Background: an optimization exercise with open tools, aiming at a short achievable clock period and few clock cycles. Do not read the settings as production practice.
Function was checked by simulation only, so behaviour that the tests miss may differ from the original.
Power is estimated from default activity; no workload was simulated.

==> flow/design.v <==
module MUL_CSA1(A, B, R0, R1, R2, R3, R4, R5, R6);
input [31:0] A, B;
output [31:0] R0, R1, R2, R3, R4, R5, R6;
wire [31:0] pp0 = {32{B[0]}} & {A[31:0]};
wire [31:0] pp1 = {32{B[1]}} & {A[30:0], 1'b0};
wire [31:0] pp2 = {32{B[2]}} & {A[29:0], 2'b0};
wire [31:0] pp3 = {32{B[3]}} & {A[28:0], 3'b0};
wire [31:0] pp4 = {32{B[4]}} & {A[27:0], 4'b0};
wire [31:0] pp5 = {32{B[5]}} & {A[26:0], 5'b0};
wire [31:0] pp6 = {32{B[6]}} & {A[25:0], 6'b0};
wire [31:0] pp7 = {32{B[7]}} & {A[24:0], 7'b0};
wire [31:0] pp8 = {32{B[8]}} & {A[23:0], 8'b0};
wire [31:0] pp9 = {32{B[9]}} & {A[22:0], 9'b0};
wire [31:0] pp10 = {32{B[10]}} & {A[21:0], 10'b0};
wire [31:0] pp11 = {32{B[11]}} & {A[20:0], 11'b0};
wire [31:0] pp12 = {32{B[12]}} & {A[19:0], 12'b0};
wire [31:0] pp13 = {32{B[13]}} & {A[18:0], 13'b0};
wire [31:0] pp14 = {32{B[14]}} & {A[17:0], 14'b0};
wire [31:0] pp15 = {32{B[15]}} & {A[16:0], 15'b0};
wire [31:0] pp16 = {32{B[16]}} & {A[15:0], 16'b0};
wire [31:0] pp17 = {32{B[17]}} & {A[14:0], 17'b0};
wire [31:0] pp18 = {32{B[18]}} & {A[13:0], 18'b0};
wire [31:0] pp19 = {32{B[19]}} & {A[12:0], 19'b0};
wire [31:0] pp20 = {32{B[20]}} & {A[11:0], 20'b0};
wire [31:0] pp21 = {32{B[21]}} & {A[10:0], 21'b0};
wire [31:0] pp22 = {32{B[22]}} & {A[9:0], 22'b0};
wire [31:0] pp23 = {32{B[23]}} & {A[8:0], 23'b0};
wire [31:0] pp24 = {32{B[24]}} & {A[7:0], 24'b0};
wire [31:0] pp25 = {32{B[25]}} & {A[6:0], 25'b0};
wire [31:0] pp26 = {32{B[26]}} & {A[5:0], 26'b0};
wire [31:0] pp27 = {32{B[27]}} & {A[4:0], 27'b0};
wire [31:0] pp28 = {32{B[28]}} & {A[3:0], 28'b0};
wire [31:0] pp29 = {32{B[29]}} & {A[2:0], 29'b0};
wire [31:0] pp30 = {32{B[30]}} & {A[1:0], 30'b0};
wire [31:0] pp31 = {32{B[31]}} & {A[0:0], 31'b0};
wire [31:0] a0_0s = pp0 ^ pp1 ^ pp2;
wire [31:0] a0_0c = {(pp0[30:0] & pp1[30:0]) | (pp0[30:0] & pp2[30:0]) | (pp1[30:0] & pp2[30:0]), 1'b0};
wire [31:0] a0_1s = pp3 ^ pp4 ^ pp5;
wire [31:0] a0_1c = {(pp3[30:0] & pp4[30:0]) | (pp3[30:0] & pp5[30:0]) | (pp4[30:0] & pp5[30:0]), 1'b0};
wire [31:0] a0_2s = pp6 ^ pp7 ^ pp8;
wire [31:0] a0_2c = {(pp6[30:0] & pp7[30:0]) | (pp6[30:0] & pp8[30:0]) | (pp7[30:0] & pp8[30:0]), 1'b0};
wire [31:0] a0_3s = pp9 ^ pp10 ^ pp11;
wire [31:0] a0_3c = {(pp9[30:0] & pp10[30:0]) | (pp9[30:0] & pp11[30:0]) | (pp10[30:0] & pp11[30:0]), 1'b0};
wire [31:0] a0_4s = pp12 ^ pp13 ^ pp14;
wire [31:0] a0_4c = {(pp12[30:0] & pp13[30:0]) | (pp12[30:0] & pp14[30:0]) | (pp13[30:0] & pp14[30:0]), 1'b0};
wire [31:0] a0_5s = pp15 ^ pp16 ^ pp17;
wire [31:0] a0_5c = {(pp15[30:0] & pp16[30:0]) | (pp15[30:0] & pp17[30:0]) | (pp16[30:0] & pp17[30:0]), 1'b0};
wire [31:0] a0_6s = pp18 ^ pp19 ^ pp20;
wire [31:0] a0_6c = {(pp18[30:0] & pp19[30:0]) | (pp18[30:0] & pp20[30:0]) | (pp19[30:0] & pp20[30:0]), 1'b0};
wire [31:0] a0_7s = pp21 ^ pp22 ^ pp23;
wire [31:0] a0_7c = {(pp21[30:0] & pp22[30:0]) | (pp21[30:0] & pp23[30:0]) | (pp22[30:0] & pp23[30:0]), 1'b0};
wire [31:0] a0_8s = pp24 ^ pp25 ^ pp26;
wire [31:0] a0_8c = {(pp24[30:0] & pp25[30:0]) | (pp24[30:0] & pp26[30:0]) | (pp25[30:0] & pp26[30:0]), 1'b0};
wire [31:0] a0_9s = pp27 ^ pp28 ^ pp29;
wire [31:0] a0_9c = {(pp27[30:0] & pp28[30:0]) | (pp27[30:0] & pp29[30:0]) | (pp28[30:0] & pp29[30:0]), 1'b0};
wire [31:0] a1_10s = a0_0s ^ a0_0c ^ a0_1s;
wire [31:0] a1_10c = {(a0_0s[30:0] & a0_0c[30:0]) | (a0_0s[30:0] & a0_1s[30:0]) | (a0_0c[30:0] & a0_1s[30:0]), 1'b0};
wire [31:0] a1_11s = a0_1c ^ a0_2s ^ a0_2c;
wire [31:0] a1_11c = {(a0_1c[30:0] & a0_2s[30:0]) | (a0_1c[30:0] & a0_2c[30:0]) | (a0_2s[30:0] & a0_2c[30:0]), 1'b0};
wire [31:0] a1_12s = a0_3s ^ a0_3c ^ a0_4s;
wire [31:0] a1_12c = {(a0_3s[30:0] & a0_3c[30:0]) | (a0_3s[30:0] & a0_4s[30:0]) | (a0_3c[30:0] & a0_4s[30:0]), 1'b0};
wire [31:0] a1_13s = a0_4c ^ a0_5s ^ a0_5c;
wire [31:0] a1_13c = {(a0_4c[30:0] & a0_5s[30:0]) | (a0_4c[30:0] & a0_5c[30:0]) | (a0_5s[30:0] & a0_5c[30:0]), 1'b0};
wire [31:0] a1_14s = a0_6s ^ a0_6c ^ a0_7s;
wire [31:0] a1_14c = {(a0_6s[30:0] & a0_6c[30:0]) | (a0_6s[30:0] & a0_7s[30:0]) | (a0_6c[30:0] & a0_7s[30:0]), 1'b0};
wire [31:0] a1_15s = a0_7c ^ a0_8s ^ a0_8c;
wire [31:0] a1_15c = {(a0_7c[30:0] & a0_8s[30:0]) | (a0_7c[30:0] & a0_8c[30:0]) | (a0_8s[30:0] & a0_8c[30:0]), 1'b0};
wire [31:0] a1_16s = a0_9s ^ a0_9c ^ pp30;
wire [31:0] a1_16c = {(a0_9s[30:0] & a0_9c[30:0]) | (a0_9s[30:0] & pp30[30:0]) | (a0_9c[30:0] & pp30[30:0]), 1'b0};
wire [31:0] a2_17s = a1_10s ^ a1_10c ^ a1_11s;
wire [31:0] a2_17c = {(a1_10s[30:0] & a1_10c[30:0]) | (a1_10s[30:0] & a1_11s[30:0]) | (a1_10c[30:0] & a1_11s[30:0]), 1'b0};
wire [31:0] a2_18s = a1_11c ^ a1_12s ^ a1_12c;
wire [31:0] a2_18c = {(a1_11c[30:0] & a1_12s[30:0]) | (a1_11c[30:0] & a1_12c[30:0]) | (a1_12s[30:0] & a1_12c[30:0]), 1'b0};
wire [31:0] a2_19s = a1_13s ^ a1_13c ^ a1_14s;
wire [31:0] a2_19c = {(a1_13s[30:0] & a1_13c[30:0]) | (a1_13s[30:0] & a1_14s[30:0]) | (a1_13c[30:0] & a1_14s[30:0]), 1'b0};
wire [31:0] a2_20s = a1_14c ^ a1_15s ^ a1_15c;
wire [31:0] a2_20c = {(a1_14c[30:0] & a1_15s[30:0]) | (a1_14c[30:0] & a1_15c[30:0]) | (a1_15s[30:0] & a1_15c[30:0]), 1'b0};
wire [31:0] a2_21s = a1_16s ^ a1_16c ^ pp31;
wire [31:0] a2_21c = {(a1_16s[30:0] & a1_16c[30:0]) | (a1_16s[30:0] & pp31[30:0]) | (a1_16c[30:0] & pp31[30:0]), 1'b0};
wire [31:0] a3_22s = a2_17s ^ a2_17c ^ a2_18s;
wire [31:0] a3_22c = {(a2_17s[30:0] & a2_17c[30:0]) | (a2_17s[30:0] & a2_18s[30:0]) | (a2_17c[30:0] & a2_18s[30:0]), 1'b0};
wire [31:0] a3_23s = a2_18c ^ a2_19s ^ a2_19c;
wire [31:0] a3_23c = {(a2_18c[30:0] & a2_19s[30:0]) | (a2_18c[30:0] & a2_19c[30:0]) | (a2_19s[30:0] & a2_19c[30:0]), 1'b0};
wire [31:0] a3_24s = a2_20s ^ a2_20c ^ a2_21s;
wire [31:0] a3_24c = {(a2_20s[30:0] & a2_20c[30:0]) | (a2_20s[30:0] & a2_21s[30:0]) | (a2_20c[30:0] & a2_21s[30:0]), 1'b0};
assign R0 = a3_22s;
assign R1 = a3_22c;
assign R2 = a3_23s;
assign R3 = a3_23c;
assign R4 = a3_24s;
assign R5 = a3_24c;
assign R6 = a2_21c;
endmodule
module MUL_CSA2(I0, I1, I2, I3, I4, I5, I6, S, C);
input [31:0] I0, I1, I2, I3, I4, I5, I6;
output [31:0] S, C;
wire [31:0] b0_0s = I0 ^ I1 ^ I2;
wire [31:0] b0_0c = {(I0[30:0] & I1[30:0]) | (I0[30:0] & I2[30:0]) | (I1[30:0] & I2[30:0]), 1'b0};
wire [31:0] b0_1s = I3 ^ I4 ^ I5;
wire [31:0] b0_1c = {(I3[30:0] & I4[30:0]) | (I3[30:0] & I5[30:0]) | (I4[30:0] & I5[30:0]), 1'b0};
wire [31:0] b1_2s = b0_0s ^ b0_0c ^ b0_1s;
wire [31:0] b1_2c = {(b0_0s[30:0] & b0_0c[30:0]) | (b0_0s[30:0] & b0_1s[30:0]) | (b0_0c[30:0] & b0_1s[30:0]), 1'b0};
wire [31:0] b2_3s = b1_2s ^ b1_2c ^ b0_1c;
wire [31:0] b2_3c = {(b1_2s[30:0] & b1_2c[30:0]) | (b1_2s[30:0] & b0_1c[30:0]) | (b1_2c[30:0] & b0_1c[30:0]), 1'b0};
wire [31:0] b3_4s = b2_3s ^ b2_3c ^ I6;
wire [31:0] b3_4c = {(b2_3s[30:0] & b2_3c[30:0]) | (b2_3s[30:0] & I6[30:0]) | (b2_3c[30:0] & I6[30:0]), 1'b0};
assign S = b3_4s;
assign C = b3_4c;
endmodule
module PROC_CS147_SEC05(DATA_IN, DATA_OUT, ADDR, READ, WRITE, CLK, RST);
output [(26 -1):0] ADDR;
output READ, WRITE;
output [(32 -1):0] DATA_OUT;
input  CLK, RST;
input [(32 -1):0] DATA_IN;
integer i;
reg [25:0] r_addr;
reg        r_read, r_write;
reg [31:0] r_dout;
reg        r_isf;                   
assign ADDR = r_addr;
assign READ = r_read;
assign WRITE = r_write;
assign DATA_OUT = r_dout;
reg [25:0] f;                       
reg [15:0] cv;
reg [21:0] ctag [0:15];
reg [31:0] cdat [0:15];
reg        c_hr;                    
reg        u_v, u_hit;              
reg [25:0] u_addr;
reg [31:0] u_data;
reg        a_v, a_fill;
reg [25:0] a_pc, a_n, a_pred;
reg        a_pseq, a_pbtb;
reg [3:0]  qv;
reg [31:0] qw0, qw1, qw2, qw3;
reg [25:0] qpc0, qpc1, qpc2, qpc3;
reg [25:0] qpr0, qpr1, qpr2, qpr3;
reg [25:0] qn0, qn1, qn2, qn3;      
reg [3:0]  qps, qpb;
reg [31:0] rf [0:31];
reg [31:0] rfv;                     
reg [25:0] sp;
reg        e_v;
reg [25:0] e_pc, e_pc1, e_pred, e_tgt;
reg        e_pseq, e_pbtb, e_tgt_ok;
reg [31:0] e_a, e_b, e_r;           
reg        e_faL, e_fbL, e_frL;
reg [4:0]  e_sh, e_dst;
reg        e_wen;
reg        o_add, o_sub, o_and, o_or, o_nor, o_slt, o_sll, o_srl, o_passb;
reg        e_mul, e_lw, e_sw, e_push, e_pop, e_beq, e_bne, e_jr, e_jmp, e_jal;
reg [31:0] L;                       
reg        wb_v;                    
reg [4:0]  wb_dst;
reg        m_ld, m_st;
reg [4:0]  m_dst;
reg [25:0] m_pc;
reg        w_ld;
reg [4:0]  w_dst;
reg        mp1_v;
reg [4:0]  mp1_dst;
reg [31:0] mp1_a, mp1_b;
reg        mp2_we;
reg [4:0]  mp2_dst;
reg [31:0] mp2_r0, mp2_r1, mp2_r2, mp2_r3, mp2_r4, mp2_r5, mp2_r6;
reg        mp3_we;
reg [4:0]  mp3_dst;
reg [31:0] mp3_s, mp3_c;
reg [3:0]  bv;
reg [25:0] bpc0, bpc1, bpc2, bpc3, bt0, bt1, bt2, bt3;
reg [1:0]  bptr;
reg        ras_v;
reg [25:0] ras;
wire [31:0] w = qw0;
wire [5:0] d_op = w[31:26];
wire [4:0] d_rs = w[25:21];
wire [4:0] d_rt = w[20:16];
wire [4:0] d_rd = w[15:11];
wire [5:0] d_fn = w[5:0];
wire [31:0] d_sext = {{16{w[15]}}, w[15:0]};
wire [31:0] d_zext = {16'h0, w[15:0]};
wire d_isr   = (d_op == 6'h00);
wire d_jr    = d_isr && (d_fn == 6'h08);
wire d_mulr  = d_isr && (d_fn == 6'h2c);
wire d_addi  = (d_op == 6'h08);
wire d_muli  = (d_op == 6'h1d);
wire d_andi  = (d_op == 6'h0c);
wire d_ori   = (d_op == 6'h0d);
wire d_slti  = (d_op == 6'h0a);
wire d_lui   = (d_op == 6'h0f);
wire d_beq   = (d_op == 6'h04);
wire d_bne   = (d_op == 6'h05);
wire d_lw    = (d_op == 6'h23);
wire d_sw    = (d_op == 6'h2b);
wire d_j     = (d_op == 6'h02);
wire d_jal   = (d_op == 6'h03);
wire d_push  = (d_op == 6'h1b);
wire d_pop   = (d_op == 6'h1c);
wire d_mul   = d_mulr || d_muli;
wire d_jmp   = d_j || d_jal;
wire [4:0] d_srca = d_push ? 5'd0 : d_rs;
wire d_usea = d_isr || d_addi || d_muli || d_andi || d_ori || d_slti ||
              d_beq || d_bne || d_lw || d_sw || d_push;
wire d_useb = d_isr || d_beq || d_bne || d_sw;
wire d_wen  = (d_isr && !d_jr && !d_mulr) || d_addi || d_andi || d_ori || d_slti ||
              d_lui || d_jal;
wire [4:0] d_dst = d_isr ? d_rd : (d_jal ? 5'd31 : (d_pop ? 5'd0 : d_rt));
wire e_ld = e_lw || e_pop;
function hz;
  input [4:0] r;
  begin
    hz = (e_v && (e_ld || e_mul) && e_dst == r) ||
         (m_ld && m_dst == r) ||
         (mp1_v && mp1_dst == r) ||
         (mp2_we && mp2_dst == r) ||
         (mp3_we && mp3_dst == r);
  end
endfunction
wire d_stall = qv[0] && ((d_usea && hz(d_srca)) || (d_useb && hz(d_rt)));
reg [31:0] d_ra, d_rb;
always @(*)
begin
  d_ra = 32'h0;
  d_rb = 32'h0;
  for (i = 0; i < 32; i = i + 1)
  begin
    d_ra = d_ra | (rf[i] & {32{d_srca == i && rfv[i]}});
    d_rb = d_rb | (rf[i] & {32{d_rt == i && rfv[i]}});
  end
  if (wb_v && wb_dst == d_srca) d_ra = L;
  else if (w_ld && w_dst == d_srca) d_ra = DATA_IN;
  if (wb_v && wb_dst == d_rt) d_rb = L;
  else if (w_ld && w_dst == d_rt) d_rb = DATA_IN;
end
wire d_faL = e_v && e_wen && e_dst == d_srca;
wire d_fbL = e_v && e_wen && e_dst == d_rt;
wire [25:0] d_pc1 = qn0;
wire [25:0] d_btgt = d_pc1 + d_sext[25:0];
wire [25:0] d_tgt = d_jmp ? w[25:0] : d_btgt;
wire d_tgt_eq = (d_tgt == qpr0);
wire d_redir = qv[0] && !d_stall &&
               ((d_jmp && w[25:0] != qpr0) || (d_bne && qps[0]) ||
                (d_jr && ras_v && ras != qpr0));
wire [25:0] d_rtgt = d_jr ? ras : d_tgt;
wire [31:0] x_a  = e_faL ? L : e_a;
wire [31:0] x_rb = e_frL ? L : e_r;
wire [31:0] x_b  = e_fbL ? L : e_b;
wire [31:0] x_add = x_a + x_b;
wire [31:0] x_sub = x_a - x_b;
wire        x_lt  = x_a < x_b;
wire [31:0] x_res = ({32{o_add}} & x_add) |
                    ({32{o_sub}} & x_sub) |
                    ({32{o_and}} & (x_a & x_b)) |
                    ({32{o_or}}  & (x_a | x_b)) |
                    ({32{o_nor}} & ~(x_a | x_b)) |
                    ({32{o_slt}} & {31'b0, x_lt}) |
                    ({32{o_sll}} & (x_a << e_sh)) |
                    ({32{o_srl}} & (x_a >> e_sh)) |
                    ({32{o_passb}} & x_b);
reg        b_hit;
reg [25:0] b_tgt;
reg        b_look;                  
function clook;                     
  input [25:0] a;
  begin
    clook = cv[a[3:0]] && ctag[a[3:0]] == a[25:4];
  end
endfunction
always @(*)
begin
  b_hit = 1'b0;
  b_tgt = 26'h0;
  b_look = 1'b0;
  if (bv[3] && bpc3 == f) begin b_hit = 1'b1; b_tgt = bt3; b_look = clook(bt3); end
  if (bv[2] && bpc2 == f) begin b_hit = 1'b1; b_tgt = bt2; b_look = clook(bt2); end
  if (bv[1] && bpc1 == f) begin b_hit = 1'b1; b_tgt = bt1; b_look = clook(bt1); end
  if (bv[0] && bpc0 == f) begin b_hit = 1'b1; b_tgt = bt0; b_look = clook(bt0); end
end
wire [25:0] f1 = f + 26'd1;
wire [25:0] pnext = b_hit ? b_tgt : f1;
wire        n_look = b_hit ? b_look : clook(f1);    
wire [3:0]  f_idx = f[3:0];
wire        c_hit = c_hr && !(u_v && u_addr == f) && !(r_write && r_addr == f);
wire [31:0] c_word = cdat[f_idx];
wire cuse = c_hit && !a_v && !qv[3];
wire madv = !cuse && r_isf;
wire fadv = cuse || madv;
wire        push = a_v || cuse;
wire [31:0] p_word = a_v ? DATA_IN : c_word;
wire [25:0] p_pc   = a_v ? a_pc : f;
wire [25:0] p_n    = a_v ? a_n : f1;
wire [25:0] p_pred = a_v ? a_pred : pnext;
wire        p_pseq = a_v ? a_pseq : !b_hit;
wire        p_pbtb = a_v ? a_pbtb : b_hit;
wire p_j  = (p_word[31:27] == 5'b00001);
wire p_jr = (p_word[31:26] == 6'h00) && (p_word[5:0] == 6'h08);
wire p_bne = a_v && (DATA_IN[31:26] == 6'h05);     
wire p_redir = push && p_pseq && (p_j || p_bne || (p_jr && ras_v));
wire [25:0] p_btgt = a_n + {{10{DATA_IN[15]}}, DATA_IN[15:0]};
wire [25:0] p_tgt = p_j ? p_word[25:0] : (p_bne ? p_btgt : ras);
wire [31:0] k1_0, k1_1, k1_2, k1_3, k1_4, k1_5, k1_6;
MUL_CSA1 mul_csa1 (.A(mp1_a), .B(mp1_b), .R0(k1_0), .R1(k1_1), .R2(k1_2), .R3(k1_3),
                   .R4(k1_4), .R5(k1_5), .R6(k1_6));
wire [31:0] k2_s, k2_c;
MUL_CSA2 mul_csa2 (.I0(mp2_r0), .I1(mp2_r1), .I2(mp2_r2), .I3(mp2_r3), .I4(mp2_r4),
                   .I5(mp2_r5), .I6(mp2_r6), .S(k2_s), .C(k2_c));
wire [31:0] mres = mp3_s + mp3_c;
reg smc_hit;
always @(*)
begin
  smc_hit = (e_v && e_pc == r_addr) || (a_v && a_pc == r_addr) ||
            (qv[0] && qpc0 == r_addr) || (qv[1] && qpc1 == r_addr) ||
            (qv[2] && qpc2 == r_addr) || (qv[3] && qpc3 == r_addr);
end
wire smc = r_write && smc_hit;
wire e_live = e_v && !smc;
wire x_eq = (x_a == x_rb);
wire x_taken = (e_beq && x_eq) || (e_bne && !x_eq);
wire x_bt = x_taken || e_jmp;
wire [25:0] x_jra = x_a[25:0];
wire e_br = e_beq || e_bne;
wire m_eq = e_beq ? !e_tgt_ok : !e_pseq;        
wire m_ne = e_bne ? !e_tgt_ok : !e_pseq;        
wire m_ot = e_jmp ? !e_tgt_ok : (e_jr ? (x_jra != e_pred) : !e_pseq);
wire x_misp = e_live && (e_br ? (x_eq ? m_eq : m_ne) : m_ot);
wire [25:0] t_eq = e_beq ? e_tgt : e_pc1;
wire [25:0] t_ne = e_bne ? e_tgt : e_pc1;
wire [25:0] x_target  = e_br ? (x_eq ? t_eq : t_ne) : (e_jr ? x_jra : (e_jmp ? e_tgt : e_pc1));
wire x_mem = e_lw || e_sw || e_push || e_pop;
wire x_memreq = e_live && x_mem;
wire [25:0] x_ea = e_push ? sp : (e_pop ? sp + 26'd1 : x_add[25:0]);
wire ras_look = clook(ras);
wire l_tgt = clook(e_tgt);
wire l_pc1 = clook(e_pc1);
wire x_look = e_br ? (x_eq ? (e_beq ? l_tgt : l_pc1) : (e_bne ? l_tgt : l_pc1)) :
              (e_jr ? 1'b0 : (e_jmp ? l_tgt : l_pc1));
wire flushq = smc || x_misp || d_redir;
wire issue = qv[0] && !d_stall;              
wire issue_e = issue && !smc && !x_misp;      
wire [25:0] m_pc1 = m_pc + 26'd1;
wire [25:0] fseq = d_redir ? d_rtgt : (p_redir ? p_tgt : (fadv ? pnext : f));
wire [25:0] fnext = (smc || x_misp) ? (smc ? m_pc1 : x_target) : fseq;
wire squash = flushq || p_redir;
wire room = flushq || (push ? !qv[1] : !qv[2]);
wire [3:0] vp = issue ? {1'b0, qv[3:1]} : qv;      
wire [3:0] ph;                                      
assign ph[0] = push && !vp[0];
assign ph[1] = push && vp[0] && !vp[1];
assign ph[2] = push && vp[1] && !vp[2];
assign ph[3] = push && vp[2] && !vp[3];
wire [25:0] p_predq = p_redir ? p_tgt : p_pred;
wire        p_pseqq = p_pseq && !p_redir;
wire [3:0]  a_idx = a_pc[3:0];
wire [31:0] fill_word = (r_write && r_addr == a_pc) ? r_dout : DATA_IN;
wire [3:0]  u_idx = u_addr[3:0];
wire [3:0]  r_idx = r_addr[3:0];
wire        r_hit = cv[r_idx] && ctag[r_idx] == r_addr[25:4];   
always @(posedge CLK)
begin
  if (RST == 1'b0)
  begin
    r_addr <= 26'h0001000;
    r_read <= 1'b1;
    r_write <= 1'b0;
    r_isf <= 1'b1;
    f <= 26'h0001000;
    cv <= 16'h0;
    c_hr <= 1'b0;
    u_v <= 1'b0;
    a_v <= 1'b0;
    a_fill <= 1'b0;
    qv <= 4'b0;
    e_v <= 1'b0;
    m_ld <= 1'b0;
    m_st <= 1'b0;
    w_ld <= 1'b0;
    mp1_v <= 1'b0;
    mp2_we <= 1'b0;
    mp3_we <= 1'b0;
    wb_v <= 1'b0;
    bv <= 4'b0;
    bptr <= 2'd0;
    ras_v <= 1'b0;
    sp <= 26'h3ffffff;
    rfv <= 32'h0;
  end
  else
  begin
    f <= fnext;
    if (x_memreq)
    begin
      r_addr <= x_ea;
      r_read <= e_lw || e_pop;
      r_write <= e_sw || e_push;
      r_isf <= 1'b0;
      r_dout <= e_push ? x_a : x_rb;
    end
    else if (room)
    begin
      r_addr <= fnext;
      r_read <= 1'b1;
      r_write <= 1'b0;
      r_isf <= 1'b1;
    end
    else
    begin
      r_read <= 1'b0;
      r_write <= 1'b0;
      r_isf <= 1'b0;
    end
    a_v <= madv && !squash;
    a_fill <= r_isf;
    a_pc <= f;
    a_n <= f1;
    a_pred <= pnext;
    a_pseq <= !b_hit;
    a_pbtb <= b_hit;
    c_hr <= !smc &&
            (x_misp ? x_look : (d_redir ? (d_jr && ras_look) : (p_redir ? (p_jr && ras_look) :
            (fadv ? n_look : c_hr)))) &&
            !(a_fill && a_idx == fnext[3:0]) &&
            !(u_v && u_hit && u_idx == fnext[3:0]);
    u_v <= r_write;
    u_hit <= r_hit;
    u_addr <= r_addr;
    u_data <= r_dout;
    if (a_fill)
    begin
      cv[a_idx] <= 1'b1;
      ctag[a_idx] <= a_pc[25:4];
      cdat[a_idx] <= fill_word;
    end
    if (u_v && u_hit)
    begin
      cv[u_idx] <= 1'b1;
      ctag[u_idx] <= u_addr[25:4];
      cdat[u_idx] <= u_data;
    end
    qv <= flushq ? 4'b0 : (vp | ph);
    if (ph[0]) begin qw0 <= p_word; qpc0 <= p_pc; qn0 <= p_n; qpr0 <= p_predq; qps[0] <= p_pseqq; qpb[0] <= p_pbtb; end
    else if (issue) begin qw0 <= qw1; qpc0 <= qpc1; qn0 <= qn1; qpr0 <= qpr1; qps[0] <= qps[1]; qpb[0] <= qpb[1]; end
    if (ph[1]) begin qw1 <= p_word; qpc1 <= p_pc; qn1 <= p_n; qpr1 <= p_predq; qps[1] <= p_pseqq; qpb[1] <= p_pbtb; end
    else if (issue) begin qw1 <= qw2; qpc1 <= qpc2; qn1 <= qn2; qpr1 <= qpr2; qps[1] <= qps[2]; qpb[1] <= qpb[2]; end
    if (ph[2]) begin qw2 <= p_word; qpc2 <= p_pc; qn2 <= p_n; qpr2 <= p_predq; qps[2] <= p_pseqq; qpb[2] <= p_pbtb; end
    else if (issue) begin qw2 <= qw3; qpc2 <= qpc3; qn2 <= qn3; qpr2 <= qpr3; qps[2] <= qps[3]; qpb[2] <= qpb[3]; end
    if (ph[3]) begin qw3 <= p_word; qpc3 <= p_pc; qn3 <= p_n; qpr3 <= p_predq; qps[3] <= p_pseqq; qpb[3] <= p_pbtb; end
    e_v <= issue_e;
    e_pc <= qpc0;
    e_pc1 <= d_pc1;
    e_pred <= d_redir ? d_rtgt : qpr0;
    e_pseq <= d_redir ? 1'b0 : qps[0];
    e_pbtb <= qpb[0];
    e_tgt <= d_tgt;
    e_tgt_ok <= d_redir || d_tgt_eq;
    e_a <= d_ra;
    e_b <= d_isr ? d_rb :
           (d_lui ? {w[15:0], 16'h0} :
           (d_jal ? {6'b0, d_pc1} :
           ((d_andi || d_ori) ? d_zext : d_sext)));
    e_r <= d_rb;
    e_faL <= d_faL;
    e_fbL <= d_fbL && d_isr;
    e_frL <= d_fbL;
    e_sh <= w[10:6];
    e_dst <= d_dst;
    e_wen <= d_wen;
    o_add <= (d_isr && d_fn == 6'h20) || d_addi;
    o_sub <= d_isr && d_fn == 6'h22;
    o_and <= (d_isr && d_fn == 6'h24) || d_andi;
    o_or  <= (d_isr && d_fn == 6'h25) || d_ori;
    o_nor <= d_isr && d_fn == 6'h27;
    o_slt <= (d_isr && d_fn == 6'h2a) || d_slti;
    o_sll <= d_isr && d_fn == 6'h01;
    o_srl <= d_isr && d_fn == 6'h02;
    o_passb <= d_lui || d_jal;
    e_mul <= d_mul;
    e_lw <= d_lw;
    e_sw <= d_sw;
    e_push <= d_push;
    e_pop <= d_pop;
    e_beq <= d_beq;
    e_bne <= d_bne;
    e_jr <= d_jr;
    e_jmp <= d_jmp;
    e_jal <= d_jal;
    L <= x_res;
    if (e_live && e_push) sp <= sp - 26'd1;
    if (e_live && e_pop) sp <= sp + 26'd1;
    m_ld <= e_live && (e_lw || e_pop);
    m_st <= e_live && (e_sw || e_push);
    m_dst <= e_dst;
    m_pc <= e_pc;
    w_ld <= m_ld;
    wb_v <= e_live && e_wen;
    wb_dst <= e_dst;
    w_dst <= m_dst;
    if (e_live && e_jal) begin ras <= e_pc1; ras_v <= 1'b1; end
    if (e_live && (e_beq || e_bne) && x_taken && !e_pbtb)
    begin
      case (bptr)
        2'd0: begin bpc0 <= e_pc; bt0 <= e_tgt; end
        2'd1: begin bpc1 <= e_pc; bt1 <= e_tgt; end
        2'd2: begin bpc2 <= e_pc; bt2 <= e_tgt; end
        default: begin bpc3 <= e_pc; bt3 <= e_tgt; end
      endcase
      bv[bptr] <= 1'b1;
      bptr <= bptr + 2'd1;
    end
    else if (e_live && e_pbtb && !x_taken)
    begin
      if (bpc0 == e_pc) bv[0] <= 1'b0;
      if (bpc1 == e_pc) bv[1] <= 1'b0;
      if (bpc2 == e_pc) bv[2] <= 1'b0;
      if (bpc3 == e_pc) bv[3] <= 1'b0;
    end
    mp1_v <= e_live && e_mul;
    mp1_dst <= e_dst;
    mp1_a <= x_a;
    mp1_b <= x_b;
    mp2_we <= mp1_v && !(e_live && e_wen && e_dst == mp1_dst);
    mp2_dst <= mp1_dst;
    mp2_r0 <= k1_0; mp2_r1 <= k1_1; mp2_r2 <= k1_2; mp2_r3 <= k1_3;
    mp2_r4 <= k1_4; mp2_r5 <= k1_5; mp2_r6 <= k1_6;
    mp3_we <= mp2_we && !(e_live && e_wen && e_dst == mp2_dst);
    mp3_dst <= mp2_dst;
    mp3_s <= k2_s;
    mp3_c <= k2_c;
    for (i = 0; i < 32; i = i + 1)
    begin
      if (wb_v && wb_dst == i)
      begin
        rf[i] <= L;
        rfv[i] <= 1'b1;
      end
      else if (w_ld && w_dst == i)
      begin
        rf[i] <= DATA_IN;
        rfv[i] <= 1'b1;
      end
      else if (mp3_we && mp3_dst == i)
      begin
        rf[i] <= mres;
        rfv[i] <= 1'b1;
      end
    end
  end
end
endmodule
==> flow/flow/run.sh <==
#!/bin/bash
set -euo pipefail
MARGIN=${MARGIN:-6.5}
# The design's standard synthesis, unchanged
bash standard.sh synth > synth.log 2>&1
# the rest of the standard flow, with the settings above
sed -e "s|\"\${@:-finish}\"|SETUP_SLACK_MARGIN=$MARGIN 'BUFFER_PORTS_ARGS=-buffer_cell sky130_fd_sc_hd__buf_8' \"\${@:-finish}\"|" standard.sh > standard_margin.sh
grep -q "SETUP_SLACK_MARGIN=$MARGIN" standard_margin.sh
bash standard_margin.sh > layout.log 2>&1
==> flow/standard.sh <==
#!/bin/bash
# synth_recipe.tcl (not shown) runs the flow's synth.tcl, then flattens the netlist and writes it again
# the make line also repeats each setting of config.mk as NAME=value (left out here)
make -C /OpenROAD-flow-scripts/flow DESIGN_CONFIG=/design/flow/config.mk WORK_HOME=/design/flow/orfs CLKGATE_MAP_FILE= SYNTH_SCRIPT=/design/flow/synth_recipe.tcl "${@:-finish}"
==> flow/config.mk <==
export PLATFORM = sky130hd
export DESIGN_NAME = PROC_CS147_SEC05
export DESIGN_NICKNAME = PROC_CS147_SEC05
export VERILOG_FILES = /design/flow/design.v
export SDC_FILE = /design/flow/constraint.sdc
export NUM_CORES = 4
export LEC_CHECK = 0
export ABC_CLOCK_PERIOD_IN_PS = 2500
export CAP_MARGIN = 20
export CORE_MARGIN = 2
export CORE_UTILIZATION = 35
export SLEW_MARGIN = 20
==> flow/constraint.sdc <==
create_clock -name core_clock -period 10.0 [get_ports {CLK}]
set_input_delay 2.0000 -clock core_clock [delete_from_list [all_inputs] [get_ports {CLK}]]
set_output_delay 2.0000 -clock core_clock [all_outputs]
set_load 0.01 [all_outputs]
==> impl_results.md <==
- Outcome: did not finish
- Exit stage: global routing
- Run Error: [ERROR GRT-0232] Routing congestion too high. Check the congestion heatmap in the GUI.
- # IOs: 94
- Largest area contributor in the synthesized netlist: edfxtp_1
- Avg Cell Area, Syn: around 11 sq um
- Unique cell type count in the Yosys netlist: 108
- Port bufs: between 90 and 100
- Clk root buf: clkbuf_16
- DP Worst Slack: around 3100 ps
- CTS Buf Count: around 410
- Largest net degree at the start of global routing: 111
- Max Root-Sink Buffers: 4
- Synth Cell Area: 0.231 sq mm
- Die Span Y: between 800 and 900 um
- Gr ovfl total: 1
- CTS HTree Levels: 5
- Synth Flop Type: edfxtp_1
- Asr flop ratio synth: 0%
- Initial core utilization: between 30% and 40%
- Row Count: between 200 and 300
- Die X: 817 um
- Yosys reg bits: 3,469
- Cell area after placement: between 0.2 and 0.25 sq mm
- Synth warnings: 2
- Net Count, Synth: 22,400
- Syn Inst Count: between 20,000 and 25,000
- Post-synth top area share: approximately 43%
- Register area share after synthesis: approximately 44%
- Main area contributors after synthesis: edfxtp_1, mux4_2, nand2_1
- CTS Hold Bufs: 0
- RePlAce Congestion: 1.06
- Half-perimeter wire length after placement: 769 mm
- Post-synth EDFFs: roughly 3,300
- Clk sinks: around 3,500
- Gr usage total: 40.7%
-- cells in the mapped netlist, drive strengths merged, types with 110 or more instances --
library cell and n:
edfxtp 3286, nand2 2500, nor2 1852, clkbuf 1834, a21oi 1372, mux4 1121
o21ai 1030, inv 736, xnor2 736, a22oi 590, a31oi 502, mux2 500
nand3 444, buf 439, and2 433, mux2i 432, a211oi 425, fa 418
nand4 314, ha 286, xor2 282, a221oi 271, dfxtp 183, a22o 182
nor3 180, o211ai 155, and3 118, nor4 110
-- routing by layer --
metal / global-route usage, % / GRT overflow
met3: 27.8 / 0
met2: 52.1 / 0
met4: 33.2 / 0
met5: 13.3 / 0
met1: 44.8 / 1
-- what timing repair did --
item | CTS
setup buffers | 1174
pin swaps | 746
gates resized for setup | 3249
hold endpoints to repair | 0
endpoints found under the setup margin | 4886
gates cloned | 268
-- cells by family after synthesis --
| family | synth area share, % |
|---|---|
| muxes | 15.3 |
| AOI/OAI and AO/OA | 14.4 |
| DFF | 44.3 |
| adders and majority gates | 5.17 |
| buffers and inverters | 5.06 |
| and+or+nand+nor | 11.9 |
| xor gates and xnor gates | 3.88 |
-- how the worst max path moves through the flow --
stage and endpoint:
2_1_floorplan qn3[0]$_DFFE_PP_, 3_3_place_gp c_hr$_SDFF_PN0_, 3_5_place_dp c_hr$_SDFF_PN0_, 4_1_cts c_hr$_SDFF_PN0_
-- power groups by stage --
stage,clock network (mW),logic [mW],registers [mW]
4_1_cts,15.6,25.9,19.7
3_5_place_dp,0,21.2,20.3
3_3_place_gp,0,20.6,20.3
2_1_floorplan,0,14.7,19.5
-- per-stage QoR --
step / utilization (%) / instances
after floorplan: - / 21700
after global placement: 36.7 / 28900
after detailed placement: 36.7 / 28900
after CTS: 43.4 / 31100
Testbench counts, summed over its fixed seeds: cycles 89,269.
